Context: an optimization exercise on an open-source flow, tuned for small area. The choices shown serve that exercise and are no tape-out recipe. Function was checked by simulation only, so behaviour that the tests miss may differ from the original. Power figures rest on the tool's default switching activity, not on a simulated workload.

## flow/config.mk

```make
export PLATFORM = sky130hd
export DESIGN_NAME = SPI_Wrapper
export DESIGN_NICKNAME = SPI_Wrapper
export VERILOG_FILES = /design/flow/design.v
export SDC_FILE = /design/flow/constraint.sdc
export NUM_CORES = 4
export LEC_CHECK = 0
export ABC_AREA = 1
export CAP_MARGIN = 30
export CORE_MARGIN = 2
export CORE_UTILIZATION = 50
export SLEW_MARGIN = 40
```

## flow/design.v

```verilog
module Single_port_Async_RAM #( parameter MEM_DEPTH=256,parameter ADDR_SIZE=8)
(input clk,rst_n,
 input  [ADDR_SIZE+1:0] din,        
 input rx_valid,
 input  [ADDR_SIZE+1:0] din_next,   
 input rx_next,
 output logic [ADDR_SIZE-1:0] rd_word    
);
localparam RINGS = MEM_DEPTH / 16;
localparam W = ADDR_SIZE;
logic [1:0] Operation_Type;
assign Operation_Type = din[W+1:W];
logic [W-1:0] Write_Address, Read_Address;
logic [W-1:0] pend_addr, pend_data;
logic [W-1:0] word0;
logic [W-1:0] rd_buf;
logic [3:0] head;             
logic [16*W-1:0] ring [0:RINGS-1];
logic [W-1:0] tap [0:RINGS-1];
wire commit = (head == pend_addr[3:0]);
genvar r;
generate
    for (r = 0; r < RINGS; r = r + 1) begin : g_ring
        assign tap[r] = ring[r][16*W-1 -: W];
        always_ff @(posedge clk)
            ring[r] <= {ring[r][15*W-1:0],
                        (commit && pend_addr[W-1:4] == r) ? pend_data : tap[r]};
    end
endgenerate
wire [W-1:0] ra = (rx_next && din_next[W+1:W] == 2'b10) ? din_next[W-1:0] : Read_Address;
wire wa_zero = (Write_Address == 0);
assign rd_word = (ra == 0) ? word0 :
                 (pend_addr == ra) ? pend_data :
                 (head == ra[3:0]) ? tap[ra[W-1:4]] : rd_buf;
wire wr = rx_valid && Operation_Type == 2'b01;
always_ff @(posedge clk)
begin
    head <= head - 4'd1;
    rd_buf <= rd_word;
    if (wr && !wa_zero)
    begin
        pend_addr <= Write_Address;
        pend_data <= din[W-1:0];
    end
    if (wr && wa_zero)
        word0 <= din[W-1:0];
end
always_ff @(posedge clk, negedge rst_n)
begin
    if (!rst_n)
    begin
        Read_Address <= 0;
        Write_Address <= 0;
    end
    else
    begin
        Read_Address <= ra;
        if (rx_valid && Operation_Type == 2'b00)
            Write_Address <= din[W-1:0];
    end
end
endmodule
module SPI_Slave_Interface #(parameter ADDR_SIZE =8)
  ( input MOSI,
    input SS_N,
    input [ADDR_SIZE-1:0] tx_data,    
    input clk,rst_n,
    output logic MISO,
    output logic rx_valid,
    output logic [ADDR_SIZE+1:0] rx_data,
    output logic rx_next,                     
    output logic [ADDR_SIZE+1:0] rx_data_next   
);
    logic [ADDR_SIZE+1:0] shift_reg;
    logic [2:0] bit_cnt;
    logic Has_Read_Address;
    logic [3:0] counter;
    assign rx_data = shift_reg;
    assign rx_data_next = {shift_reg[ADDR_SIZE:0], MOSI};
    localparam logic [2:0] IDLE = 3'd0, CHK_CMD = 3'd1, WRITE = 3'd2,
                           READ_DATA1 = 3'd3, READ_DATA2 = 3'd4, READ_ADD = 3'd5,
                           READ_NONE = 3'd6;
    logic [2:0] current_state, next_state;
    wire active = !SS_N && (current_state != IDLE);
    wire cnt10  = (counter == 4'd10);
    wire rd2    = (current_state == READ_DATA2);
    assign rx_next = active && (counter == 4'd9) &&
                     (current_state == WRITE || current_state == READ_ADD || current_state == READ_DATA1);
    always_ff @(posedge clk)
    begin
        shift_reg <= {shift_reg[ADDR_SIZE:0], MOSI};
        if (counter == 4'd0)
            bit_cnt <= 0;
        else if (!SS_N)
            bit_cnt <= bit_cnt + 3'd1;
    end
    always_ff @(posedge clk, negedge rst_n)
    begin
        if (!rst_n)
        begin
            current_state <= IDLE;
            counter <= 0;
            Has_Read_Address <= 0;
        end
        else
        begin
            current_state <= next_state;
            if (rd2)
                counter <= counter + 4'd1;
            else if (current_state == READ_DATA1 && cnt10)
                counter <= 4'd0;
            else
                counter <= active ? counter + 4'd1 : 4'd0;
            if (current_state == READ_ADD && cnt10)
                Has_Read_Address <= 1;
        end
    end
    always_comb
    begin
        next_state = IDLE;
        rx_valid = 0;
        MISO = 0;
        case (current_state)
            IDLE:       next_state = !SS_N ? CHK_CMD : IDLE;
            CHK_CMD:    next_state = !MOSI ? WRITE : (Has_Read_Address ? READ_DATA1 : READ_ADD);
            WRITE:      begin rx_valid = cnt10; next_state = cnt10 ? IDLE : WRITE; end
            READ_ADD:   begin rx_valid = cnt10; next_state = cnt10 ? IDLE : READ_ADD; end
            READ_DATA1: begin
                            rx_valid = cnt10;
                            next_state = !cnt10 ? READ_DATA1 :
                                         (shift_reg[ADDR_SIZE+1:ADDR_SIZE] == 2'b11) ? READ_DATA2 : READ_NONE;
                        end
            READ_DATA2: begin
                            next_state = (counter == 4'd9) ? IDLE : READ_DATA2;
                            MISO = (counter != 4'd0) && (counter != 4'd9) && tx_data[~bit_cnt];
                        end
            default:    next_state = IDLE;
        endcase
    end
endmodule
module SPI_Wrapper #(parameter MEM_DEPTH=256,parameter ADDR_SIZE=8)
(   input clk,rst_n,
    input MOSI,
    output MISO,
    input SS_N
);
    logic [ADDR_SIZE+1:0] rx_data;        
    logic rx_valid;                       
    logic [ADDR_SIZE+1:0] rx_data_next;   
    logic rx_next;                        
    logic [ADDR_SIZE-1:0] rd_word;        
Single_port_Async_RAM #(
    .MEM_DEPTH (MEM_DEPTH ),
    .ADDR_SIZE (ADDR_SIZE )
) u_Single_port_Async_RAM (
    .clk      (clk      ),
    .rst_n    (rst_n    ),
    .din      (rx_data  ),
    .rx_valid (rx_valid ),
    .din_next (rx_data_next),
    .rx_next  (rx_next  ),
    .rd_word  (rd_word  )
);
SPI_Slave_Interface #(.ADDR_SIZE(ADDR_SIZE)
) u_SPI_Slave_Interface (
    .MOSI     (MOSI     ),
    .SS_N     (SS_N     ),
    .tx_data  (rd_word  ),
    .clk      (clk      ),
    .rst_n    (rst_n    ),
    .MISO     (MISO     ),
    .rx_valid (rx_valid ),
    .rx_data  (rx_data  ),
    .rx_next  (rx_next  ),
    .rx_data_next (rx_data_next)
);
endmodule
```

## flow/flow/run.sh

```bash
#!/bin/bash
set -euo pipefail
export CTS_ARGS="-sink_clustering_enable -repair_clock_nets -dont_use_dummy_load -buf_list sky130_fd_sc_hd__clkbuf_4 -sink_clustering_size 13 -sink_clustering_max_diameter 40"
bash standard.sh finish > standard_flow.log 2>&1
```

## flow/constraint.sdc

```tcl
create_clock -name core_clock -period 10.0 [get_ports {clk}]
set_input_delay 2.0000 -clock core_clock [delete_from_list [all_inputs] [get_ports {clk}]]
set_output_delay 2.0000 -clock core_clock [all_outputs]
set_load 0.01 [all_outputs]
```

## flow/standard.sh

```bash
#!/bin/bash
# synth_recipe.tcl (not shown) runs the flow's synth.tcl, then flattens the netlist and writes it again
# the make line also repeats each setting of config.mk as NAME=value (left out here)
make -C /OpenROAD-flow-scripts/flow DESIGN_CONFIG=/design/flow/config.mk WORK_HOME=/design/flow/orfs CLKGATE_MAP_FILE= SYNTH_SCRIPT=/design/flow/synth_recipe.tcl "${@:-finish}"
```

==> results.toml, run 1 <==
[yosys]
synthCells = 2984
yosysMostFrequentCell = "dfxtp_1"
yosysWarnings = 4
syn_area_per_cell_um2 = 15.7
ys.flop_type = "dfxtp_1"
synth_nets = 2994
ys_ff_latch = 2121
synth-async-reset-ratio_pct = 1.13
synth_top_area_share_pct = 88.8
netlist_area_um2 = 46800
synth-edff-count = 24
netlist_top_cells_count = "dfxtp_1, nand2_1, o21ai_0"
synth_largest_area_cell = "dfxtp_1"
synthTopCellsByArea = "dfxtp_1, nand2_1, edfxtp_1"
yosysUniqueCellTypes = 38
synth-seq-area-share_pct = 91.6

[global_routing]
grt_max_degree = 25
grt_pass1_vias = 19100
grt.total_usage_pct = 15.4
overflow = 0
antenna_found_initial = 8
grt_pass1_wl_um = 110000

[min_path]
holdPathEnd = "u_Single_port_Async_RAM.ring[9][33]"
hold_depth = 0
min_from = "u_Single_port_Async_RAM.ring[9][25]"
holdCritPathClass = "flip-flop to flip-flop"

[clock_tree]
path_clk_slew_ps = 110
numCtsBuffers = 200
clk_latency_ps = 1080
clockBufferDepth = 3
post_cts_resized = 0
cts_tree = "built"
cts_sinks = 2121
htreeDepth = 4
postCtsHoldBufs = 0
post_cts_buffers = 0
clockRootBuffer = "clkbuf_4"

[finish]
fin_cells = 4427
fin_nets = 3179
fin_area_um2 = 49800
postLayoutCoreUtil_pct = 53.5
area_growth_pct = 6.54
regArea_um2 = 42800
final_layout_size_suffix_gt1_share_pct = 8.02
fillCellCount = 7720
multi_input_area_um2 = 3570
largest_reg_flops = 2048

[timing]
rsz0062_at_grt = "false"
fin_worst_skew_ps = 150
finalHoldViolCount = 0
setup_viol = 0
maxSlewViolCount = 0
worst_pin_slew_ps = 809
relSlewSlack_pct = 45.9
post-route-period-util_pct = 77.1
finalCriticalPeriod_ps = 7710
fin_tns_setup_ps = 0
max_freq_mhz = 130

[worst_setup_path]
cp_data_arrival_time_ps = 5710
r2r_start = "u_Single_port_Async_RAM.pend_addr[1]"
path_class = "input port to output pin"
worst-r2r-cell-count = 5
start_kind = "input port"
worstSetupEndpointType = "output pin"
r2r-end = "u_Single_port_Async_RAM.ring[11][2]"
r2r_setup_slack_ps = 6720
cp_data_required_time_ps = 8000
worst-path-max-fanout = 16

[floorplan]
dieArea_um2 = 96000
initial_utilization_pct = 50.3
io_pins = 5
fp.dieH_um = 310
core-area_um2 = 93000
rows = 112
die_w_um = 310

[power_and_ir_drop]
power_leakage_nw = 20.0
peakVddDrop_mv = 0.110
power.total_w = 0.0118
powerDensity_nw_per_um2 = 236

[route]
ant_nets = 0
first_pass_iters = 5
dr_total_vias = 19300
drt_iter0_drc = 1030
drc = 0
wl_per_cell_um = 16.2
drt_wl_total_um = 71600
vias_per_cell = 4.36

[place]
hpwl_um = 45300
dpl_cell_area_um2 = 48300
numPortBuffers = 4
place_inst = 4221
place_congestion = 0.843

[status]
outcome = "timing/DRC/antenna clean"

[job]
maxCapViolations = 0
critical path, cell delays in order:
cell,delay (ps)
clkdlybuf4s50_1,560
nor2_1,70
nand2_1,160
nor2_8,80
nand2_4,190
nand2_1,70
nand2_1,160
nand2_1,180
nor2_2,470
nand2_1,90
nand2_1,120
nor2_1,80
nand2_1,100
o21ai_1,70
nand2_1,60
nand2_1,60
nand2_1,70
nand3_1,60
nand3_1,100
nand2_1,70
nand2_1,60
nand2_1,50
nor2_1,160
clkdlybuf4s50_1,580
routing by layer:
metal | global-route usage, % | wire, um | up-vias
met3 | 3.77 | 3280 | 154
met5 | 0 | 0 | -
met2 | 22.8 | 30200 | 360
met4 | 6.04 | 1970 | 0
met1 | 21.9 | 36100 | 9166
li1 | - | - | 9616
how the worst max path moves through the flow:
stage	start	endpoint	cells after the start
finish	SS_N	MISO	24
global route	SS_N	MISO	23
CTS	SS_N	MISO	20
detailed placement	SS_N	MISO	20
global placement	SS_N	MISO	20
floorplan	SS_N	MISO	20
stage by stage:
step	worst slack (ps)	hold WS [ps]
2_1_floorplan	4080	310
3_3_place_gp	2310	310
3_5_place_dp	2330	312
4_1_cts	2320	175
5_1_grt	1950	179
6_report	2290	206
report_power, final:
| group | total [W] | switching (W) | leakage [nW] | internal (W) |
|---|---|---|---|---|
| sequential | 0.00849 | 0.0000201 | 17.2 | 0.00847 |
| clock | 0.00318 | 0.00226 | 0.920 | 0.000920 |
| combinational | 0.0000850 | 0.0000583 | 1.84 | 0.0000267 |
| total | 0.0118 | 0.00233 | 20.0 | 0.00942 |
layout make-up:
class                           instances  share of cell area [%]
Timing Repair Buffer                   14                   0.231
Multi-Input combinational cell        773                    7.17
Tap cell                             1254                    3.15
Inverter                               59                   0.445
Antenna cell                            6                  0.0301
Sequential cell                      2121                    86.0
Clock buffer                          200                    3.01
logic make-up (layout without fill, tap and decap cells):
family          Yosys count  in the layout  share of synthesized area, %
flops                  2121           2121                          91.6
simple gates            572            572                          5.07
compound gates          173            173                          1.96
buf+inv                  90            273                         0.803
xor+xnor                 18             18                         0.337
fa+ha+maj                 6              6                         0.161
mux                       4              4                        0.0963
other cells               0              6                             0
cell usage in the layout (no fill, tap or decap), drive strengths merged:
master	n
o2111ai	2
buf	10
nand3	42
a21boi	7
a31oi	1
dfxtp	2073
clkbuf	200
ha	6
clkdlybuf4s50	4
or4	1
o21ai	155
o22ai	1
nand2	423
inv	58
nor3	8
a21oi	7
clkinv	1
nand4	3
mux2	4
xnor2	1
diode	6
or2	7
nand3b	1
nor2	84
dfrtp	24
nor4	3
xor2	17
edfxtp	24
==> inputs of run 2 (changes only) <==
==> flow/flow/run.sh (replaced) <==
#!/bin/bash
set -euo pipefail
export CTS_ARGS="-sink_clustering_enable -repair_clock_nets -dont_use_dummy_load -buf_list sky130_fd_sc_hd__clkbuf_8 -sink_clustering_size 20 -sink_clustering_max_diameter 50"
bash standard.sh finish > standard_flow.log 2>&1
==> results.toml, run 2 <==
[status]
outcome = "timing/DRC/antenna clean"

[route]
first_pass_iters = 5
ant_nets = 0
vias_per_cell = 4.32
drc = 0
drt_wl_total_um = 71100
drt_iter0_drc = 1213
wl_met3_um = 2680
wl_per_cell_um = 16.3
wl_met2_um = 30100
routed.top_layer = "met4"
drt-met1-wl_um = 36300
dr_total_vias = 18900

[clock_tree]
post_cts_buffers = 0
clockBufferDepth = 3
post_cts_resized = 0
clockRootBuffer = "clkbuf_8"
cts_sinks = 2121
cts_tree = "built"
clk_latency_ps = 800
numCtsBuffers = 141
path_clk_slew_ps = 100
postCtsHoldBufs = 0
htreeDepth = 4

[finish]
area_growth_pct = 7.47
final_cell_mix = "dfxtp_1, nand2_1, o21ai_0, clkbuf_8, nor2_1"
final_layout_size_suffix_gt1_share_pct = 6.27
final_common_cell = "dfxtp_1"
fin_nets = 3120
fin_area_um2 = 50200
largest_reg_flops = 2048

[timing]
worst_pin_slew_ps = 815
rsz0062_at_grt = "false"
maxSlewViolCount = 0
relSlewSlack_pct = 45.5
post-route-period-util_pct = 76.8
fin_worst_skew_ps = 107
setup_viol = 0
max_freq_mhz = 130
finalHoldViolCount = 0
fin_tns_setup_ps = 0
finalCriticalPeriod_ps = 7680

[yosys]
yosysUniqueCellTypes = 38
yosysWarnings = 4
synthCells = 2984
syn_area_per_cell_um2 = 15.7
ys_ff_latch = 2121
netlist_area_um2 = 46800
synthTopCellsByArea = "dfxtp_1, nand2_1, edfxtp_1"
netlist_top_cells_count = "dfxtp_1, nand2_1, o21ai_0"
synth_top_area_share_pct = 88.8
synth_largest_area_cell = "dfxtp_1"
synth-seq-area-share_pct = 91.6
synth-async-reset-ratio_pct = 1.13
synth-edff-count = 24
synth_nets = 2994
ys.flop_type = "dfxtp_1"
yosysMostFrequentCell = "dfxtp_1"

[worst_setup_path]
r2r_setup_slack_ps = 6700
start_kind = "input port"
cp_data_arrival_time_ps = 5680
worst-path-max-fanout = 16
r2r-end = "u_Single_port_Async_RAM.ring[11][7]"
worstSetupEndpointType = "output pin"
path_class = "input port to output pin"
worst-r2r-cell-count = 5
critPathMostFrequentCell = "nand2_1"
cp_data_required_time_ps = 8000
critPathMaxStageDelay_ps = 580
slowest_stage = "clkdlybuf4s50_1"
crit_path_cell_trace = "clkdlybuf4s50_1 -> nor2_1 -> nand2_1 -> nor2_8 -> nand2_4 -> nand2_1 -> nand2_1 -> xor2_1 -> nor3_1 -> nand2_2 -> nand2_1 -> inv_1 -> nand2_1 -> nand2_1 -> nand2_1 -> nand2_1 -> nand3_1 -> nand2_1 -> nand2_1 -> nand2_1 -> nor2_1 -> clkdlybuf4s50_1"
r2r_start = "u_Single_port_Async_RAM.pend_addr[1]"

[global_routing]
grt_pass1_wl_um = 108000
overflow = 0
grt.total_usage_pct = 15.2
grt_max_degree = 25
antenna_found_initial = 7
grt_pass1_vias = 18500

[power_and_ir_drop]
peakVddDrop_mv = 0.119
powerDensity_nw_per_um2 = 241
power_leakage_nw = 20.1

[place]
place_congestion = 0.843
dpl_cell_area_um2 = 48300
hpwl_um = 45300
numPortBuffers = 4

[floorplan]
dieArea_um2 = 96000
initial_utilization_pct = 50.3
fp.dieH_um = 310
die_w_um = 310
io_pins = 5
rows = 112
core-area_um2 = 93000

[min_path]
hold_depth = 0
holdPathEnd = "u_Single_port_Async_RAM.ring[9][33]"
holdCritPathClass = "flip-flop to flip-flop"
min_from = "u_Single_port_Async_RAM.ring[9][25]"

[job]
maxCapViolations = 0
## run 2: final cells by class
cell class | count | area [um^2]
antenna | 4 | 10.0
inverter | 59 | 221
tap | 1254 | 1570
fill | 7591 | 42800
clock buffer | 141 | 1940
multi-input combinational | 773 | 3570
sequential | 2121 | 42800
timing repair buffer | 14 | 115
## run 2: metal layers
metal	global-route usage, %	vias up
met4	5.79	0
li1	-	9424
met2	22.7	296
met3	3.23	144
met1	21.9	9009
met5	0	-
## run 2: worst max path at each step
stage | startpoint | endpoint | slack [ps] | cells after the start
2_1_floorplan | SS_N | MISO | 4080 | 20
3_3_place_gp | SS_N | MISO | 2310 | 20
3_5_place_dp | SS_N | MISO | 2330 | 20
4_1_cts | SS_N | MISO | 2320 | 20
5_1_grt | SS_N | MISO | 1950 | 23
6_report | SS_N | MISO | 2320 | 22
## run 2: logic make-up after synthesis
family | synth area share (%)
adders and majority gates | 0.161
and+or+nand+nor | 5.07
DFF | 91.6
buffers and inverters | 0.803
AOI/OAI and AO/OA | 1.96
muxes | 0.0963
xor gates and xnor gates | 0.337
## run 2: critical path, delay by kind of cell
| kind | cells | cell delay (ps) |
|---|---|---|
| XOR/XNOR | 1 | 170 |
| buffers and inverters | 3 | 1110 |
| AND/OR/NAND/NOR | 18 | 2380 |
## run 2: per-stage QoR
| step | hold WS (ps) | cells | util (%) | setup slack [ps] | total power, W |
|---|---|---|---|---|---|
| global placement | 310 | 4221 | 51.9 | 2310 | 0.00876 |
| CTS | 210 | 4362 | 54.0 | 2320 | 0.0123 |
| detailed placement | 312 | 4221 | 51.9 | 2330 | 0.00877 |
| global route | 202 | 4365 | 54.0 | 1950 | 0.0126 |
| finish | 214 | 4366 | 54.0 | 2320 | 0.0121 |
| floorplan | 310 | 2984 | - | 4080 | 0.00874 |
## run 2: power breakdown
part	internal, W	switching (W)	total, W
Sequential	0.00847	0.0000200	0.00849
Clock	0.00127	0.00227	0.00354
Combinational	0.0000266	0.0000584	0.0000850
Total	0.00977	0.00235	0.0121
==> inputs of run 3 (changes only) <==
==> flow/flow/run.sh (replaced) <==
#!/bin/bash
set -euo pipefail
export CTS_ARGS="-sink_clustering_enable -repair_clock_nets -dont_use_dummy_load -buf_list sky130_fd_sc_hd__clkbuf_4 -sink_clustering_size 12 -sink_clustering_max_diameter 40"
bash standard.sh finish > standard_flow.log 2>&1
==> results.toml, run 3 <==
[place]
place_inst = 4221
dpl_cell_area_um2 = 48300
numPortBuffers = 4
hpwl_um = 45300
place_congestion = 0.843
pre_cts_ws_ps = 2330

[clock_tree]
clockBufferDepth = 3
numCtsBuffers = 211
post_cts_buffers = 0
htreeDepth = 4
post_cts_resized = 0
postCtsHoldBufs = 0
clk_latency_ps = 1110
clockRootBuffer = "clkbuf_4"
cts_sinks = 2121
path_clk_slew_ps = 110
cts_tree = "built"

[job]
maxCapViolations = 0

[route]
ant_nets = 0
vias_per_cell = 4.36
drc = 0
drt_wl_total_um = 71900
first_pass_iters = 5
wl_per_cell_um = 16.2
dr_total_vias = 19400
drt_iter0_drc = 1012

[global_routing]
grt.total_usage_pct = 15.5
grt_pass1_wl_um = 110000
grt_pass1_vias = 19200
overflow = 0
grt_max_degree = 25
antenna_found_initial = 6

[yosys]
synthTopCellsByArea = "dfxtp_1, nand2_1, edfxtp_1"
synth_largest_area_cell = "dfxtp_1"
synth_top_area_share_pct = 88.8
synthCells = 2984
synth_nets = 2994
ys.flop_type = "dfxtp_1"
syn_area_per_cell_um2 = 15.7
yosysUniqueCellTypes = 38
yosysWarnings = 4
synth-seq-area-share_pct = 91.6
synth-edff-count = 24
ys_ff_latch = 2121
netlist_top_cells_count = "dfxtp_1, nand2_1, o21ai_0"
yosysMostFrequentCell = "dfxtp_1"
netlist_area_um2 = 46800
synth-async-reset-ratio_pct = 1.13

[timing]
setup_ws_ps = 2300
finalCriticalPeriod_ps = 7700
fin_tns_setup_ps = 0
fin_worst_skew_ps = 135
maxSlewViolCount = 0
worst_pin_slew_ps = 803
setup_viol = 0
post-route-period-util_pct = 77.0
finalHoldViolCount = 0
max_freq_mhz = 130
relSlewSlack_pct = 46.3
rsz0062_at_grt = "false"

[floorplan]
initial_utilization_pct = 50.3
fp.dieH_um = 310
core-area_um2 = 93000
dieArea_um2 = 96000
die_w_um = 310
io_pins = 5
rows = 112

[finish]
area_growth_pct = 6.74
postLayoutCoreUtil_pct = 53.6
final_common_cell = "dfxtp_1"
final_layout_size_suffix_gt1_share_pct = 8.34
final_cell_mix = "dfxtp_1, nand2_1, clkbuf_4, o21ai_0, nor2_1"
fin_nets = 3190
fin_cells = 4443
fin_area_um2 = 49900
largest_reg_flops = 2048

[worst_setup_path]
r2r_setup_slack_ps = 6750
cp_data_required_time_ps = 8000
path_class = "input port to output pin"
cp_data_arrival_time_ps = 5700
worstSetupEndpointType = "output pin"
r2r_start = "u_Single_port_Async_RAM.pend_addr[1]"
worst-path-max-fanout = 16
worst-r2r-cell-count = 5
start_kind = "input port"
r2r-end = "u_Single_port_Async_RAM.ring[10][2]"

[min_path]
min_from = "u_Single_port_Async_RAM.ring[9][25]"
holdCritPathClass = "flip-flop to flip-flop"
holdPathEnd = "u_Single_port_Async_RAM.ring[9][33]"
hold_depth = 0

[power_and_ir_drop]
power_leakage_nw = 20.1
peakVddDrop_mv = 0.109
powerDensity_nw_per_um2 = 237

[status]
outcome = "timing/DRC/antenna clean"
run 3: routing by layer:
metal	track usage, %	part of all wire, %	wire length (um)
met1	21.8	50	36100
met2	22.9	43	30600
met3	3.84	4.5	3240
met4	6.40	2.8	2010
met5	0	0	0
run 3: cell type report:
class | count | area (um^2)
Timing Repair Buffer | 14 | 115
Multi-Input combinational cell | 773 | 3570
Fill cell | 7690 | 43100
Tap cell | 1254 | 1570
Clock buffer | 211 | 1580
Sequential cell | 2121 | 42800
Antenna cell | 11 | 27.5
Inverter | 59 | 221
run 3: worst max path at each step:
stage | cells past startpoint | slack, ps | start | end
finish | 22 | 2300 | SS_N | MISO
global route | 23 | 1950 | SS_N | MISO
CTS | 20 | 2320 | SS_N | MISO
detailed placement | 20 | 2330 | SS_N | MISO
global placement | 20 | 2310 | SS_N | MISO
floorplan | 20 | 4080 | SS_N | MISO
run 3: cell families after synthesis:
| kind of cell | synth area share, % |
|---|---|
| AO/OA/AOI/OAI | 1.96 |
| XOR/XNOR | 0.337 |
| adder cells (fa/ha/maj) | 0.161 |
| buffers and inverters | 0.803 |
| flip-flops | 91.6 |
| multiplexers | 0.0963 |
| AND/OR/NAND/NOR | 5.07 |
run 3: critical path: stages:
cell and delay [ps]:
clkdlybuf4s50_1 490, nor2_1 130, nand2_1 130, nor2_8 200
nand2_4 180, nand2_1 90, nand2_1 130, xor2_1 170
nor3_1 400, nand2_2 300, nand2_1 140, inv_1 40
nand2_1 60, nand2_1 50, nand2_1 90, nand2_1 60
nand3_1 90, nand2_1 70, nand2_1 60, nand2_1 50
nor2_1 160, clkdlybuf4s50_1 580
run 3: per-stage QoR:
stage	power, W	hold slack, ps
floorplan	0.00874	310
global placement	0.00876	310
detailed placement	0.00877	312
CTS	0.0120	197
global route	0.0123	188
finish	0.0118	223
run 3: power by group:
group	internal (W)	total (W)	switching [W]
clock	0.000968	0.00325	0.00228
combinational	0.0000266	0.0000848	0.0000582
sequential	0.00847	0.00849	0.0000202
total	0.00947	0.0118	0.00236
==> inputs of run 4 (changes only) <==
--- a/flow/config.mk
+++ b/flow/config.mk
@@ -6,7 +6,7 @@
 export NUM_CORES = 4
 export LEC_CHECK = 0
 export ABC_AREA = 1
-export CAP_MARGIN = 30
+export CAP_MARGIN = 20
 export CORE_MARGIN = 2
 export CORE_UTILIZATION = 50
-export SLEW_MARGIN = 40
+export SLEW_MARGIN = 20
==> results.toml, run 4 <==
[yosys]
synth_nets = 2994
synth-edff-count = 24
synth_top_area_share_pct = 88.8
yosysMostFrequentCell = "dfxtp_1"
synth-async-reset-ratio_pct = 1.13
synthTopCellsByArea = "dfxtp_1, nand2_1, edfxtp_1"
syn_area_per_cell_um2 = 15.7
synthCells = 2984
ys.flop_type = "dfxtp_1"
netlist_area_um2 = 46800
netlist_top_cells_count = "dfxtp_1, nand2_1, o21ai_0"
yosysUniqueCellTypes = 38
ys_ff_latch = 2121
synth_largest_area_cell = "dfxtp_1"
synth-seq-area-share_pct = 91.6
yosysWarnings = 4

[worst_setup_path]
cp_data_arrival_time_ps = 5700
worstSetupEndpointType = "output pin"
worst-path-max-fanout = 16
start_kind = "input port"
path_class = "input port to output pin"
cp_data_required_time_ps = 8000

[power_and_ir_drop]
powerDensity_nw_per_um2 = 237
peakVddDrop_mv = 0.127
power_leakage_nw = 20.0

[finish]
final_cell_mix = "dfxtp_1, nand2_1, clkbuf_4, o21ai_0, nor2_1"
fin_area_um2 = 49900
fin_nets = 3188
area_growth_pct = 6.67
multi_input_area_um2 = 3560
final_layout_size_suffix_gt1_share_pct = 8.22
largest_reg_flops = 2048
fillCellCount = 7670
final_common_cell = "dfxtp_1"
regArea_um2 = 42800
postLayoutCoreUtil_pct = 53.6

[floorplan]
initial_utilization_pct = 50.3
rows = 112
fp.dieH_um = 310
dieArea_um2 = 96000
io_pins = 5
core-area_um2 = 93000
die_w_um = 310

[clock_tree]
htreeDepth = 4
clockBufferDepth = 3
post_cts_buffers = 0
clk_latency_ps = 1100
clockRootBuffer = "clkbuf_4"
numCtsBuffers = 209
cts_tree = "built"
path_clk_slew_ps = 110
postCtsHoldBufs = 0
post_cts_resized = 0
cts_sinks = 2121

[route]
first_pass_iters = 6
vias_per_cell = 4.36
wl_per_cell_um = 16.1
drt_iter0_drc = 940
dr_total_vias = 19400
ant_nets = 0
drc = 0
drt_wl_total_um = 71500

[status]
outcome = "timing/DRC/antenna clean"

[global_routing]
overflow = 0
grt_max_degree = 25
grt.total_usage_pct = 15.4
grt_pass1_vias = 19200
grt_pass1_wl_um = 110000
antenna_found_initial = 5

[timing]
finalCriticalPeriod_ps = 7700
maxSlewViolCount = 0
finalHoldViolCount = 0
relSlewSlack_pct = 39.0
fin_worst_skew_ps = 151
setup_viol = 0
rsz0062_at_grt = "false"
worst_pin_slew_ps = 913
max_freq_mhz = 130
fin_tns_setup_ps = 0
post-route-period-util_pct = 77.0

[place]
numPortBuffers = 4
dpl_cell_area_um2 = 48300
hpwl_um = 45300
place_congestion = 0.843

[min_path]
holdCritPathClass = "flip-flop to flip-flop"

[job]
maxCapViolations = 0
## run 4: metal layers
layer / share of wire [%] / routed length, um / vias up / GRT usage [%]
met2: 42 / 30300 / 351 / 22.6
met5: 0 / 0 / - / 0
met3: 3.8 / 2720 / 153 / 3.61
li1: - / - / 9660 / -
met4: 2.9 / 2080 / 0 / 6.31
met1: 51 / 36400 / 9193 / 21.9
## run 4: path summary, 6_finish.rpt
path                                                            from                                 endpoint  slack, ps  depth (start not counted)
worst max-delay path                                            SS_N                                     MISO       2300                         22
worst min-delay path             u_Single_port_Async_RAM.ring[4][26]      u_Single_port_Async_RAM.ring[4][34]        220                          0
worst max register to register  u_Single_port_Async_RAM.pend_addr[1]      u_Single_port_Async_RAM.ring[11][3]       6790                          5
worst min register to register   u_Single_port_Async_RAM.ring[4][26]      u_Single_port_Async_RAM.ring[4][34]        220                          0
max in group asynchronous                                      rst_n  u_Single_port_Async_RAM.Read_Address[4]       8310                          2
min in group asynchronous                                      rst_n         u_SPI_Slave_Interface.counter[3]       1320                          2
## run 4: final cells by class
class / instances / share of cell area [%]
multi-input combinational: 773 / 7.14
timing repair buffer: 14 / 0.231
clock buffer: 209 / 3.15
tap: 1254 / 3.15
sequential: 2121 / 85.9
inverter: 59 / 0.444
antenna: 7 / 0.0351
## run 4: critical path: stages
cell	delay (ps)
clkdlybuf4s50_1	480
nor2_1	130
nand2_1	120
nor2_8	200
nand2_4	180
nand2_1	90
nand2_1	130
xor2_1	170
nor3_1	420
nand2_2	310
nand2_1	150
inv_1	50
nand2_1	60
nand2_1	50
nand2_1	90
nand2_1	60
nand3_1	90
nand2_1	70
nand2_1	60
nand2_1	50
nor2_1	160
clkdlybuf4s50_1	580
## run 4: kinds of logic (layout without fill, tap and decap cells)
kind of cell	after synthesis	after routing	synth area share, %
multiplexers	4	4	0.0963
buffers and inverters	90	282	0.803
AO/OA/AOI/OAI	173	173	1.96
AND/OR/NAND/NOR	572	572	5.07
XOR/XNOR	18	18	0.337
adder cells (fa/ha/maj)	6	6	0.161
flip-flops	2121	2121	91.6
other	0	7	0
## run 4: power breakdown
| group | internal (W) | switching [W] | total [W] |
|---|---|---|---|
| combinational | 0.0000265 | 0.0000579 | 0.0000844 |
| clock | 0.000960 | 0.00226 | 0.00322 |
| sequential | 0.00847 | 0.0000204 | 0.00849 |
## run 4: per-stage QoR
step | instances | hold WS (ps) | worst slack, ps | total power, W
2_1_floorplan | 2984 | 310 | 4080 | 0.00874
3_3_place_gp | 4221 | 310 | 2310 | 0.00876
3_5_place_dp | 4221 | 312 | 2360 | 0.00877
4_1_cts | 4430 | 206 | 2340 | 0.0120
5_1_grt | 4434 | 211 | 1940 | 0.0123
6_report | 4437 | 219 | 2300 | 0.0118
==> inputs of run 5 (changes only) <==
==> flow/flow/run.sh (replaced) <==
#!/bin/bash
set -euo pipefail
rm -rf orfs_scripts
cp -r "$FLOW_HOME/scripts" orfs_scripts
cp flow/abc_area.script orfs_scripts/abc_area.script
export CTS_ARGS="-sink_clustering_enable -repair_clock_nets -dont_use_dummy_load -buf_list sky130_fd_sc_hd__clkbuf_4 -sink_clustering_size 12 -sink_clustering_max_diameter 40"
bash standard.sh SCRIPTS_DIR="$PWD/orfs_scripts" finish > standard_flow.log 2>&1
==> flow/flow/abc_area.script (new file) <==
strash
&get -n
&fraig -x
&put
scorr
dc2
dretime
strash
&get -n
&dch -f
&nf -R 1000 -E 100 {D}
&put
--- a/flow/config.mk
+++ b/flow/config.mk
@@ -6,7 +6,7 @@
 export NUM_CORES = 4
 export LEC_CHECK = 0
 export ABC_AREA = 1
-export CAP_MARGIN = 20
+export CAP_MARGIN = 30
 export CORE_MARGIN = 2
 export CORE_UTILIZATION = 50
-export SLEW_MARGIN = 20
+export SLEW_MARGIN = 40
==> results.toml, run 5 <==
[route]
drt_iter0_drc = 1074
first_pass_iters = 8
wl_met2_um = 29100
wl_met3_um = 3510
routed.top_layer = "met4"
wl_per_cell_um = 17.3
dr_total_vias = 18000
drt-met1-wl_um = 34500
ant_nets = 0
vias_per_cell = 4.49
drc = 0
drt_wl_total_um = 69500

[worst_setup_path]
critPathMostFrequentCell = "o21ai_0"
slowest_stage = "nor4_1"
start_kind = "input port"
path_class = "input port to output pin"
worst-path-buf-inv = 3
cp_top_family = "simple AND/OR/NAND/NOR gates"
critPathMaxStageDelay_ps = 630
worstSetupEndpointType = "output pin"
crit_path_cell_trace = "clkdlybuf4s50_1 -> nor2_1 -> and4b_1 -> mux2i_1 -> nand2_1 -> nor2_1 -> a22oi_1 -> nand3_1 -> a221oi_1 -> and3_1 -> a31oi_1 -> o21ai_0 -> nand2_1 -> o21ai_0 -> o21ai_0 -> mux2i_1 -> o21ai_0 -> a21oi_1 -> nor4_1 -> buf_4 -> clkdlybuf4s50_1"
cp_data_arrival_time_ps = 7530
worst-path-max-fanout = 8
cp_data_required_time_ps = 8000

[timing]
finalCriticalPeriod_ps = 9530
relSlewSlack_pct = 45.7
post-route-period-util_pct = 95.3
fin_tns_setup_ps = 0
rsz0062_at_grt = "false"
maxSlewViolCount = 0
worst_pin_slew_ps = 812
setup_viol = 0
max_freq_mhz = 105
fin_worst_skew_ps = 142
finalHoldViolCount = 0

[finish]
fin_area_um2 = 49200
final_common_cell = "dfxtp_1"
final_cell_mix = "dfxtp_1, clkbuf_4, mux2_1, nand2_1"
fillCellCount = 7342
area_growth_pct = 6.95
largest_reg_flops = 2048
final_layout_size_suffix_gt1_share_pct = 7.92
fin_nets = 2827

[yosys]
syn_area_per_cell_um2 = 17.7
synth_top_area_share_pct = 90.2
yosysUniqueCellTypes = 37
synth-seq-area-share_pct = 93.1
synthCells = 2593
ys_ff_latch = 2121
synth_nets = 2603
synth-async-reset-ratio_pct = 1.13
yosysWarnings = 4
ys.flop_type = "dfxtp_1"
netlist_area_um2 = 46000
yosysMostFrequentCell = "dfxtp_1"
netlist_top_cells_count = "dfxtp_1, mux2_1, nand2_1"
synth-edff-count = 24
synth_largest_area_cell = "dfxtp_1"
synthTopCellsByArea = "dfxtp_1, mux2_1, edfxtp_1"

[power_and_ir_drop]
seq_power_share_pct = 72.2
p_int_w = 0.00944
power_leakage_nw = 19.6
switchingPower_w = 0.00232
switching_share_pct = 19.8
p_clk_share_pct = 27.2
combPwrFrac_pct = 0.6
powerDensity_nw_per_um2 = 239
peakVddDrop_mv = 0.147

[floorplan]
rows = 111
core-area_um2 = 91400
fp.dieH_um = 307
die_w_um = 307
initial_utilization_pct = 50.3
io_pins = 5
dieArea_um2 = 94400

[clock_tree]
post_cts_buffers = 0
numCtsBuffers = 204
htreeDepth = 4
clockRootBuffer = "clkbuf_4"
cts_sinks = 2121
post_cts_resized = 0
postCtsHoldBufs = 0
path_clk_slew_ps = 110
clk_latency_ps = 1110
cts_tree = "built"
clockBufferDepth = 3

[place]
place_congestion = 0.833
numPortBuffers = 4
dpl_cell_area_um2 = 47600
hpwl_um = 43500

[global_routing]
overflow = 0
antenna_found_initial = 9
grt_max_degree = 25
grt_pass1_vias = 17900
grt_pass1_wl_um = 106000
grt.total_usage_pct = 15.2

[status]
outcome = "timing/DRC/antenna clean"

[job]
maxCapViolations = 0

[min_path]
holdCritPathClass = "flip-flop to flip-flop"
-- run 5: cell types whose count changed after synthesis, sizes merged, moves of 8 or more --
| cell | previous run | this run |
|---|---|---|
| a22oi | 0 | 22 |
| inv | 58 | 0 |
| mux2i | 0 | 10 |
| clkbuf | 26 | 0 |
| nand3 | 42 | 12 |
| nor2 | 84 | 53 |
| o21ai | 155 | 51 |
| clkinv | 1 | 20 |
| nand2 | 423 | 78 |
| mux2 | 4 | 89 |
| a221oi | 0 | 8 |
| a222oi | 0 | 21 |
| a21oi | 7 | 32 |
-- run 5: cells by family after synthesis --
kind of cell / share of synthesized area [%]
muxes: 2.45
xor gates and xnor gates: 0.286
AOI/OAI and AO/OA: 2.11
DFF: 93.1
buffers and inverters: 0.163
adders and majority gates: 0.163
and+or+nand+nor: 1.75
-- run 5: worst paths after layout --
path	startpoint	to	slack [ps]	depth (start not counted)
worst max-delay path	SS_N	MISO	470	21
max in group asynchronous	rst_n	u_Single_port_Async_RAM.Read_Address[4]	8650	1
worst min register to register	u_Single_port_Async_RAM.ring[5][97]	u_Single_port_Async_RAM.ring[5][105]	180	0
worst min-delay path	u_Single_port_Async_RAM.ring[5][97]	u_Single_port_Async_RAM.ring[5][105]	180	0
min in group asynchronous	rst_n	u_Single_port_Async_RAM.Write_Address[4]	860	1
worst max register to register	u_SPI_Slave_Interface.counter[2]	u_Single_port_Async_RAM.rd_buf[0]	5820	14
-- run 5: final cells by class --
class | instances | area [um^2] | area share (%)
Sequential cell | 2121 | 42800 | 87.0
Multi-Input combinational cell | 452 | 3120 | 6.34
Clock buffer | 204 | 1530 | 3.11
Tap cell | 1186 | 1480 | 3.02
Timing Repair Buffer | 18 | 140 | 0.285
Inverter | 20 | 75.1 | 0.153
Antenna cell | 11 | 27.5 | 0.0559
-- run 5: worst reg2reg max path: cells and delay by family, from the launching register on --
family                 cells  cell delay (ps)
AND/OR/NAND/NOR            8             1800
AO/OA/AOI/OAI              4              980
multiplexers               1              560
flip-flops                 1              440
buffers and inverters      1              250
-- run 5: power groups by stage --
stage / Combinational [W] / Clock (W) / Sequential (W)
6_report: 0.0000707 / 0.00320 / 0.00850
5_1_grt: 0.0000795 / 0.00370 / 0.00851
4_1_cts: 0.0000698 / 0.00337 / 0.00850
3_5_place_dp: 0.0000691 / 0 / 0.00869
3_3_place_gp: 0.0000635 / 0 / 0.00869
2_1_floorplan: 0.0000472 / 0 / 0.00868
-- run 5: per-stage QoR --
step	power [W]	hold WS, ps	setup WS (ps)	cells	util, %
finish	0.0118	182	470	4012	53.8
global route	0.0123	153	134	4008	53.8
CTS	0.0119	163	619	4001	53.8
detailed placement	0.00876	312	646	3797	52.1
global placement	0.00875	310	751	3797	52.1
floorplan	0.00873	310	2870	2593	-
-- run 5: metal layers --
| metal | GRT usage [%] | up-vias |
|---|---|---|
| met1 | 21.4 | 8631 |
| met3 | 3.81 | 175 |
| met4 | 6.97 | 0 |
| li1 | - | 8802 |
| met2 | 22.0 | 421 |
| met5 | 0 | - |
==> inputs of run 6 (changes only) <==
==> flow/flow/abc_area.script (replaced) <==
strash
&get -n
&fraig -x
&put
scorr
dc2
dretime
strash
&get -n
&dch -f
&nf -E 100 -Q 100 {D}
&put
--- a/flow/config.mk
+++ b/flow/config.mk
@@ -9,4 +9,5 @@
 export CAP_MARGIN = 30
 export CORE_MARGIN = 2
 export CORE_UTILIZATION = 50
+export GPL_TIMING_DRIVEN = 0
 export SLEW_MARGIN = 40
==> results.toml, run 6 <==
[min_path]
holdPathEnd = "u_Single_port_Async_RAM.ring[11][109]"
holdCritPathClass = "flip-flop to flip-flop"
min_from = "u_Single_port_Async_RAM.ring[11][101]"
hold_depth = 0

[floorplan]
dieArea_um2 = 94300
die_w_um = 307
initial_utilization_pct = 50.3
io_pins = 5
fp.dieH_um = 307
core-area_um2 = 91400
rows = 111

[clock_tree]
clockRootBuffer = "clkbuf_4"
cts_tree = "built"
clockBufferDepth = 3
cts_sinks = 2121
clk_latency_ps = 1080
path_clk_slew_ps = 110
htreeDepth = 4
postCtsHoldBufs = 0
numCtsBuffers = 203

[worst_setup_path]
slowest_stage = "clkdlybuf4s50_1"
r2r_start = "u_SPI_Slave_Interface.current_state[1]"
start_kind = "input port"
r2r-end = "u_Single_port_Async_RAM.rd_buf[5]"
path_class = "input port to output pin"
worstSetupEndpointType = "output pin"
worst-r2r-cell-count = 14
crit_path_start = "SS_N"
cp_data_arrival_time_ps = 7780
r2r_setup_slack_ps = 5240
crit_path_cell_trace = "clkdlybuf4s50_1 -> nor2_1 -> and4b_2 -> mux2i_4 -> clkinv_2 -> nor4_2 -> buf_2 -> buf_2 -> buf_2 -> a22oi_1 -> nand3_1 -> nor2_1 -> o31a_1 -> o31ai_1 -> mux4_2 -> o21bai_1 -> a311oi_1 -> clkdlybuf4s50_1"
critPathMaxStageDelay_ps = 610
worst-path-max-fanout = 12
critPathMostFrequentCell = "buf_2"
cp_data_required_time_ps = 8000

[yosys]
synth_top_area_share_pct = 90.3
ys_ff_latch = 2121
yosysWarnings = 4
synth_largest_area_cell = "dfxtp_1"
synth_compound_area_share_pct = 2.69
yosysMostFrequentCell = "dfxtp_1"
synth-edff-count = 24
synth_nets = 2641
netlist_area_um2 = 45900
synthMuxAreaShare_pct = 1.23
yosysUniqueCellTypes = 41
synth_top_family_by_area = "compound AO/OA/AOI/OAI gates"
ys.flop_type = "dfxtp_1"
synthTopCellsByArea = "dfxtp_1, edfxtp_1, dfrtp_1"
synthCells = 2631
synthSimpleGateAreaFrac_pct = 2.18
netlist_top_cells_count = "dfxtp_1, nand2_1, nor2_1, o21ai_0, a21oi_1"
syn_area_per_cell_um2 = 17.5
synth-async-reset-ratio_pct = 1.13
yosys.area_share.adder_pct = 0.163
synthXorXnorAreaFrac_pct = 0.324
synth-seq-area-share_pct = 93.2

[timing]
fin_worst_skew_ps = 145
maxSlewViolCount = 0
worst_pin_slew_ps = 852
post-route-period-util_pct = 97.8
finalHoldViolCount = 0
relSlewSlack_pct = 43.1
finalCriticalPeriod_ps = 9780
setup_viol = 0
whs_ps = 229
max_freq_mhz = 102

[finish]
postLayoutCoreUtil_pct = 54.2
fin_area_um2 = 49600
final_layout_size_suffix_gt1_share_pct = 10.4
final_cell_mix = "dfxtp_1, clkbuf_4, nand2_1, o21ai_0, nor2_1"
largest_reg_flops = 2048
final_common_cell = "dfxtp_1"
area_growth_pct = 7.91
fin_cells = 4092
fin_nets = 2908

[route]
drc = 0
vias_per_cell = 4.44
drt_iter0_drc = 1022
wl_per_cell_um = 16.2
drt_wl_total_um = 66300
ant_nets = 0
dr_total_vias = 18200
first_pass_iters = 7

[place]
hpwl_um = 40600
numPortBuffers = 4
dpl_cell_area_um2 = 47900
place_inst = 3872
place_congestion = 0.794

[power_and_ir_drop]
power_leakage_nw = 19.6
powerDensity_nw_per_um2 = 237
peakVddDrop_mv = 0.117

[global_routing]
grt_pass1_wl_um = 104000
grt.total_usage_pct = 14.6
grt_pass1_vias = 18600
antenna_found_initial = 3
grt_max_degree = 25
overflow = 0

[status]
outcome = "timing/DRC/antenna clean"

[job]
maxCapViolations = 0
## run 6: changes by cell type after synthesis, sizes merged, moves of 6 or more
| cell | previous run | this run |
|---|---|---|
| mux2 | 89 | 40 |
| nor2 | 53 | 63 |
| o21ai | 51 | 63 |
| a21oi | 32 | 51 |
| nor4 | 6 | 21 |
| a22o | 2 | 8 |
| nand2 | 78 | 86 |
| o31ai | 0 | 7 |
## run 6: cell type report
cell class              count  area, um^2
flip-flops and latches   2121       42800
fillers                  7269       41800
multi-input cells         486        3230
clock buffers             203        1520
well taps                1186        1480
repair buffers             62         377
inverters                  24         106
diodes                     10        25.0
## run 6: cells by family (layout without fill, tap and decap cells)
logic type / count (synthesis) / count (layout)
compound gates: 192 / 192
xor+xnor: 17 / 17
mux: 50 / 50
buf+inv: 24 / 289
other cells: 0 / 10
flops: 2121 / 2121
simple gates: 221 / 221
fa+ha+maj: 6 / 6
## run 6: how the worst max path moves through the flow
stage / depth (start not counted) / end / slack, ps
floorplan: 13 / MISO / 1860
global placement: 15 / MISO / -2570
detailed placement: 18 / MISO / -410
CTS: 18 / MISO / 40
global route: 18 / MISO / -6
finish: 18 / MISO / 220
## run 6: routing by layer
| layer | share of wire [%] | routed length [um] | vias up | GRT usage, % |
|---|---|---|---|---|
| li1 | - | - | 9020 | - |
| met1 | 50 | 33100 | 8648 | 20.7 |
| met2 | 43 | 28200 | 372 | 21.4 |
| met3 | 4.9 | 3270 | 132 | 3.85 |
| met4 | 2.5 | 1690 | 0 | 5.87 |
| met5 | 0 | 0 | - | 0 |
## run 6: through the flow
step           worst slack, ps  power, W  setup TNS, ps
4_1_cts                   44.8    0.0119              0
2_1_floorplan             1860   0.00873              0
6_report                   216    0.0118              0
3_5_place_dp              -406   0.00876           -406
5_1_grt                  -5.71    0.0123          -5.71
3_3_place_gp             -2570   0.00875          -2570
## run 6: critical path: cells and delay by family
family	cells	cell delay, ps
AND/OR/NAND/NOR	5	1660
multiplexers	2	920
buffers and inverters	6	2100
AO/OA/AOI/OAI	5	1100
## run 6: repair_timing
action	4_1_cts	5_1_grt
resized for setup	6	3
setup buffers	0	7
pin swaps	0	0
setup endpoints to repair	1	1
## run 6: power by group
group          internal [W]  total [W]  switching, W  leakage (nW)
Clock              0.000935    0.00319       0.00225         0.934
Sequential          0.00847    0.00850     0.0000225          17.3
Combinational     0.0000304  0.0000681     0.0000377          1.42
Total               0.00944     0.0118       0.00231          19.6
==> inputs of run 7 (changes only) <==
--- a/flow/config.mk
+++ b/flow/config.mk
@@ -9,5 +9,4 @@
 export CAP_MARGIN = 30
 export CORE_MARGIN = 2
 export CORE_UTILIZATION = 50
-export GPL_TIMING_DRIVEN = 0
 export SLEW_MARGIN = 40
==> results.toml, run 7 <==
[status]
outcome = "timing/DRC/antenna clean"

[route]
ant_nets = 0
drt_wl_total_um = 71800
drt_iter0_drc = 1076
wl_per_cell_um = 17.6
dr_total_vias = 18200
first_pass_iters = 7
drc = 0
vias_per_cell = 4.47

[finish]
final_cell_mix = "dfxtp_1, clkbuf_4, nand2_1, o21ai_0, nor2_1"
largest_reg_flops = 2048
final_layout_size_suffix_gt1_share_pct = 8.73
area_growth_pct = 7.40
postLayoutCoreUtil_pct = 54.0
final_common_cell = "dfxtp_1"
fin_nets = 2887
fillCellCount = 7331

[floorplan]
io_pins = 5
rows = 111
die_w_um = 307
dieArea_um2 = 94300
initial_utilization_pct = 50.3
core-area_um2 = 91400
fp.dieH_um = 307

[worst_setup_path]
worst-path-max-fanout = 12
r2r_start = "u_SPI_Slave_Interface.current_state[2]"
cp_data_required_time_ps = 8000
start_kind = "input port"
worst-r2r-cell-count = 13
worstSetupEndpointType = "output pin"
r2r-end = "u_Single_port_Async_RAM.rd_buf[5]"
r2r_setup_slack_ps = 5990
cp_data_arrival_time_ps = 7210
path_class = "input port to output pin"

[yosys]
synth-seq-area-share_pct = 93.2
synth_top_area_share_pct = 90.3
yosysUniqueCellTypes = 41
ys_ff_latch = 2121
synth_nets = 2641
yosysWarnings = 4
synth-async-reset-ratio_pct = 1.13
syn_area_per_cell_um2 = 17.5
yosysMostFrequentCell = "dfxtp_1"
synth-edff-count = 24
synth_largest_area_cell = "dfxtp_1"
ys.flop_type = "dfxtp_1"
netlist_top_cells_count = "dfxtp_1, nand2_1, nor2_1, o21ai_0, a21oi_1"
synthTopCellsByArea = "dfxtp_1, edfxtp_1, dfrtp_1"
synthCells = 2631
netlist_area_um2 = 45900

[global_routing]
antenna_found_initial = 5
grt.total_usage_pct = 15.7
grt.busiest_layer = "met2"
grt_pass1_wl_um = 109000
overflow = 0
grt_use_met1_pct = 22.2
grt_max_degree = 25
use_met2_pct = 23.2
met3_usage_pct = 3.80
grt_pass1_vias = 18200

[clock_tree]
clk_latency_ps = 1090
numCtsBuffers = 207
cts_sinks = 2121
clockBufferDepth = 3
path_clk_slew_ps = 110
clockRootBuffer = "clkbuf_4"
post_cts_buffers = 0
postCtsHoldBufs = 0
htreeDepth = 4
post_cts_resized = 0
cts_tree = "built"

[timing]
setup_viol = 0
post-route-period-util_pct = 92.1
fin_worst_skew_ps = 137
fin_tns_setup_ps = 0
maxSlewViolCount = 0
relSlewSlack_pct = 43.1
max_freq_mhz = 109
finalHoldViolCount = 0
setup_ws_ps = 787
finalCriticalPeriod_ps = 9210
whs_ps = 241
rsz0062_at_grt = "false"
worst_pin_slew_ps = 852

[power_and_ir_drop]
powerDensity_nw_per_um2 = 239
peakVddDrop_mv = 0.129
power_leakage_nw = 19.5

[min_path]
holdCritPathClass = "flip-flop to flip-flop"
min_from = "u_Single_port_Async_RAM.ring[10][77]"
holdPathEnd = "u_Single_port_Async_RAM.ring[10][85]"
hold_depth = 0

[place]
place_congestion = 0.839
pre_cts_ws_ps = 850
numPortBuffers = 4
hpwl_um = 45700

[job]
maxCapViolations = 0
==> run 7: cell counts after synthesis <==
No cell type changed its count.
==> run 7: final cells by class <==
type	count	area [um^2]	share of cell area [%]
Sequential cell	2121	42800	86.8
Multi-Input combinational cell	486	3080	6.24
Clock buffer	207	1550	3.15
Tap cell	1186	1480	3.01
Timing Repair Buffer	37	283	0.573
Inverter	24	90.1	0.183
Antenna cell	9	22.5	0.0457
==> run 7: how the worst max path moves through the flow <==
| stage | from | end | cells after the start |
|---|---|---|---|
| 2_1_floorplan | SS_N | MISO | 13 |
| 3_3_place_gp | SS_N | MISO | 17 |
| 3_5_place_dp | SS_N | MISO | 17 |
| 4_1_cts | SS_N | MISO | 17 |
| 5_1_grt | SS_N | MISO | 17 |
| 6_report | SS_N | MISO | 17 |
==> run 7: power breakdown <==
group	internal [W]	leakage, nW	switching (W)
logic	0.0000309	1.25	0.0000441
clock network	0.000951	0.952	0.00225
registers	0.00847	17.3	0.0000257
==> run 7: critical path: stages <==
cell and delay [ps]:
clkdlybuf4s50_1 490, nor2_1 190, and4b_1 570, mux2i_1 240
buf_4 220, clkinv_1 300, nor4_2 350, buf_4 220
a22oi_1 90, nand4_1 130, nor2_1 90, o31a_1 280
o31ai_1 340, mux4_2 290, o21bai_1 60, a311oi_1 660
clkdlybuf4s50_1 670
==> run 7: routing by layer <==
layer  share of wire, %  vias to the layer above  wire length (um)
met3                4.6                      162              3300
met2                 43                      358             30900
met4                3.0                        0              2190
met1                 49                     8678             35400
met5                  0                        -                 0
li1                   -                     8984                 -
==> run 7: stage by stage <==
stage / total power (W) / instances / area [um^2]
after floorplan: 0.00873 / 2631 / 45900
after global placement: 0.00876 / 3854 / 47700
after detailed placement: 0.00877 / 3854 / 47800
after CTS: 0.0119 / 4061 / 49300
after global routing: 0.0123 / 4067 / 49300
final: 0.0118 / 4070 / 49300
==> run 7: logic make-up after synthesis <==
logic type | Yosys count | share of synthesized area, %
xor gates and xnor gates | 17 | 0.324
adders and majority gates | 6 | 0.163
DFF | 2121 | 93.2
AOI/OAI and AO/OA | 192 | 2.69
buffers and inverters | 24 | 0.196
and+or+nand+nor | 221 | 2.18
muxes | 50 | 1.23

-- static timing again, ports no longer ideal --
Ports are ideal in the flow. The routed layouts listed here were re-timed in OpenROAD.
Step 1 (the two cells are an assumption about what drives the block):
set clk [get_ports {clk}]
set_driving_cell -lib_cell sky130_fd_sc_hd__clkbuf_16 $clk
set_driving_cell -lib_cell sky130_fd_sc_hd__buf_2 [delete_from_list [all_inputs] $clk]
Step 2 times the ports against the registers' clock, not the clock port: input delays grow and output delays shrink by t, the midpoint of the rising clock arrivals with the driver on.
a / b / c = no drivers / after step 1 / after step 2; a / b = the first two.
run	t, ns	setup WS [ns]	hold WS [ns]
run 1	1.059	2.293 / 2.261 / 2.261	0.206 / 0.206 / 0.206
run 2	0.820	2.318 / 2.289 / 2.289	0.214 / 0.214 / 0.214
run 3	1.104	2.301 / 2.272 / 2.272	0.223 / 0.223 / 0.223
run 4	1.081	2.297 / 2.266 / 2.266	0.219 / 0.219 / 0.219
run 5	1.103	0.470 / 0.442 / 0.442	0.182 / 0.182 / 0.182
run 6	1.070	0.216 / 0.195 / 0.195	0.229 / 0.229 / 0.229
run 7	1.083	0.787 / 0.758 / 0.758	0.241 / 0.241 / 0.241
After both steps setup and hold are still met in every run listed. For run 1, which loses most, drivers alone change the setup slack by -0.032 ns; drivers and shift together by -0.032 ns.
